Background: an optimization exercise with open tools, aiming at small area. Do not read the settings as production practice.
The flow treats the clock pin as an ideal source, which a real chip does not have.

==> inputs of run H <==
Design QAM, start of the top module:
module QAM(clk, rst, en, Din, IFout);
input clk, rst, en;
input Din;
output reg signed [17:0] IFout;
reg ce2;           
reg sm_ctrl;       
reg swap;          
reg [1:0] spc;     
reg sm_i, sm_q;    
reg [3:0] usi;     
reg [3:0] cnt;     
reg [8:0] sym_i, sym_q;  
reg [1:0] mix_cnt;
reg [15:0] acc;    
wire en0 = en & ce2;
wire en1 = sm_ctrl & ce2;
wire en2 = usi[3];
wire [1:0] sw = usi[1:0];
wire load = en2 & (sw == 2'd0);
wire neg = ~mix_cnt[1];                         
wire [8:0] s = mix_cnt[0] ? sym_i : sym_q;      
wire [8:0] x = s ^ {9{neg}};
wire [8:0] v;      
assign v[0] = cnt > 4'd0;
assign v[1] = cnt > 4'd1;
assign v[2] = cnt > 4'd2;
assign v[3] = cnt > 4'd3;
assign v[4] = cnt > 4'd4;
assign v[5] = cnt > 4'd5;
assign v[6] = cnt > 4'd6;
assign v[7] = cnt > 4'd7;
assign v[8] = cnt > 4'd8;
reg sg0; reg [15:0] ka0, kb0;    
always @(*) begin
  case (sw)
  ...
Settings: LEC_CHECK=0, ABC_AREA=1, CAP_MARGIN=20, CORE_MARGIN=2, CORE_UTILIZATION=40, GPL_TIMING_DRIVEN=0, SLEW_MARGIN=20; clock period 5.0 ns.
standard.sh (not shown) runs the stock make flow with config.mk's settings and CLKGATE_MAP_FILE= SYNTH_SCRIPT=/design/flow/synth_recipe.tcl, a recipe that flattens the netlist after the stock synthesis.
==> flow/flow/run.sh <==
#!/bin/bash
# Layout flow: the standard ORFS flow (standard.sh), with Yosys's generic synthesis run
# without its intermediate ABC pass (SYNTH_ARGS=-noabc), so that the adder tree written in
# the RTL reaches full-adder extraction as written. Registers, their names and cell types
# are those of the standard synthesis. Each ORFS step writes its own log under
# orfs/logs/; make's own output goes to make.log in this folder.
set -euo pipefail
bash standard.sh SYNTH_ARGS=-noabc finish > make.log 2>&1
==> run P: changes against run H <==
==> flow/flow/run.sh (replaced) <==
#!/bin/bash
# Layout flow: the standard ORFS flow (standard.sh) with these changes:
#  - Yosys's generic synthesis runs without its intermediate ABC pass (SYNTH_ARGS=-noabc),
#    so the adder tree written in the RTL reaches full-adder extraction as written;
#    registers, their names and cell types are those of the standard synthesis;
#  - the final ABC technology mapping uses an area-oriented script (flow/abc_area.script),
#    through a copy of ORFS's scripts folder that differs only in that file;
#  - after clock-tree synthesis, flow/post_cts.tcl delays the clock of the output register
#    (useful skew for the register-to-register paths into it), then runs the CTS step's
#    timing repair, which ORFS is told to skip (SKIP_CTS_REPAIR_TIMING=1).
# Each ORFS step writes its own log under orfs/logs/; make's output goes to make.log here.
set -euo pipefail
rm -rf scripts_local
cp -r "$FLOW_HOME/scripts" scripts_local
cp flow/abc_area.script scripts_local/abc_area.script
bash standard.sh SYNTH_ARGS=-noabc SCRIPTS_DIR="$PWD/scripts_local" SKIP_CTS_REPAIR_TIMING=1 \
  POST_CTS_TCL="$PWD/flow/post_cts.tcl" \
  "SKEW_CELLS=sky130_fd_sc_hd__clkdlybuf4s50_1 sky130_fd_sc_hd__clkdlybuf4s50_1 sky130_fd_sc_hd__clkbuf_8" finish > make.log 2>&1
==> flow/flow/abc_area.script (new file) <==
strash
dch -f
amap
topo
dnsize -c
==> flow/flow/post_cts.tcl (new file) <==
# Runs at the end of ORFS's CTS step (POST_CTS_TCL), which is told to skip its own timing
# repair (SKIP_CTS_REPAIR_TIMING=1); this script does that repair after the change below.
#
# Useful skew for the register-to-register paths into the output register acc (IFout):
# acc's clock pins are moved from the clock tree's leaf nets to one net that a delay cell
# and a clock buffer drive from the leaf net of acc[0]. Every path into acc comes from
# another register of the design; acc's outputs go only to the output ports, whose
# timing this makes harder, not easier. Inputs reach no acc data pin combinationally.
set block [ord::get_db_block]
set db [ord::get_db]
set accs {}
foreach inst [$block getInsts] {
  if {[string range [$inst getName] 0 3] eq "acc\\" && [$inst findITerm CLK] ne "NULL"} {
    lappend accs $inst
  }
}
puts "skew: [llength $accs] acc registers"
set first [lindex $accs 0]
set leaf [[$first findITerm CLK] getNet]
set sx 0; set sy 0
foreach inst $accs {
  lassign [$inst getLocation] x y
  set sx [expr {$sx + $x}]; set sy [expr {$sy + $y}]
}
set cx [expr {int($sx / [llength $accs])}]
set cy [expr {int($sy / [llength $accs])}]
set prev $leaf
set i 0
foreach cell $::env(SKEW_CELLS) {
  set master [$db findMaster $cell]
  set buf [odb::dbInst_create $block $master "skew_buf_$i"]
  set net [odb::dbNet_create $block "skew_net_$i"]
  $net setSigType CLOCK
  [$buf findITerm A] connect $prev
  [$buf findITerm X] connect $net
  $buf setLocation $cx $cy
  $buf setPlacementStatus PLACED
  set prev $net
  incr i
}
foreach inst $accs {
  set it [$inst findITerm CLK]
  $it disconnect
  $it connect $prev
}
set_propagated_clock [all_clocks]
estimate_parasitics -placement
set result [catch { detailed_placement } msg]
if { $result != 0 } { error "Detailed placement failed after skew: $msg" }
estimate_parasitics -placement
report_checks -path_delay max -group_path_count 1 -format end
repair_timing_helper
set result [catch { detailed_placement } msg]
if { $result != 0 } { error "Detailed placement failed after repair: $msg" }
check_placement -verbose
report_design_area
==> run A: changes against run H <==
==> flow/flow/run.sh (replaced) <==
#!/bin/bash
# Layout flow: the standard ORFS flow (standard.sh) with two synthesis changes that keep
# the standard synthesis's registers, names and cell types:
#  - Yosys's generic synthesis runs without its intermediate ABC pass (SYNTH_ARGS=-noabc),
#    so the adder tree written in the RTL reaches full-adder extraction as written;
#  - the final ABC technology mapping uses an area-oriented script (flow/abc_area.script),
#    through a copy of ORFS's scripts folder that differs only in that file.
# Each ORFS step writes its own log under orfs/logs/; make's output goes to make.log here.
set -euo pipefail
rm -rf scripts_local
cp -r "$FLOW_HOME/scripts" scripts_local
cp flow/abc_area.script scripts_local/abc_area.script
bash standard.sh SYNTH_ARGS=-noabc SCRIPTS_DIR="$PWD/scripts_local" finish > make.log 2>&1
==> flow/flow/abc_area.script (new file) <==
strash
dch -f
map -D 800
topo
stime -c
buffer -c
upsize -c -D 800
dnsize -c -D 800
==> run notes <==
- CTS Buffer Depth: 2
- DIE AREA: 0.0139 sq mm
- Hold path endpoint: swap
- Outcome: no timing/DRC/antenna violations
- FF+latch area: 0.00128 sq mm
- Final setup margin: about 180 ps
- Rows: around 40
- Final #Nets: 721
- Max_slew headroom: 65.2%
- Port Buffers: 20
- Vias: between 4000 and 5000
- Synth Area in XOR/XNOR: under 10%
The numbers above come from run A.

==> run notes <==
- Synth Area in XOR/XNOR: 0%
- Max_slew headroom: 37.4%
- Hold path endpoint: acc[15]
- Rows: 40
- Final setup margin: roughly 230 ps
- DIE AREA: 0.0133 sq mm
- FF+latch area: 0.00128 sq mm
- Outcome: no timing/DRC/antenna violations
- Final #Nets: 646
- Port Buffers: 21
- Vias: 4060
The numbers above come from run P.

==> run notes <==
- Synth Area in XOR/XNOR: under 10%
- Port Buffers: 21
- Most frequent cell after synthesis: nand2_1
- Vias: 4446
- Final #Nets: around 760
- Buffers excl. clock: 54
- Finish-stage setup viols: 0
- Compound-Gate Fraction of Synth Area: between 10% and 20%
- Final setup margin: just over 200 ps
- Rows: 42
- Outcome: no timing/DRC/antenna violations
- Hold path endpoint: sm_ctrl
The numbers above come from run H.

Function was not checked in any run of this note: the RTL went through the layout flow alone.

port drivers added, routing unchanged:
How much do the figures lean on ideal ports? The routed layouts below were timed once more, with nothing changed but the port constraints. Step 1: set_driving_cell puts a clkbuf_16 on clk and a buf_2 on each other input, an assumption about the parent block. Step 2, shift: input delay + t, output delay - t, t = (earliest + latest rising clock arrival at the registers) / 2. This alone moves slack from input paths to output paths. a / b / c = ideal / step 1 / step 2; a / b = the first two.
| run | t, ns | slack for setup (ns) | worst setup path after step 2 | clock arrival spread, ns | worst data-port slew with drivers (ns) | pins driven straight from the clock port |
|---|---|---|---|---|---|---|
| run H | 0.339 | 0.204 / 0.204 / 0.204 | register to register | 0.004 / 0.004 | 0.03 | 1 |
| run P | 0.929 | 0.235 / 0.235 / 0.235 | register to register | 1.216 / 1.216 | 0.03 | 1 |
| run A | 0.348 | 0.178 / 0.178 / 0.178 | register to register | 0.014 / 0.014 | 0.04 | 1 |
Clock arrivals are far apart in run P, so t is only a midpoint there and step 2 fits no single register.
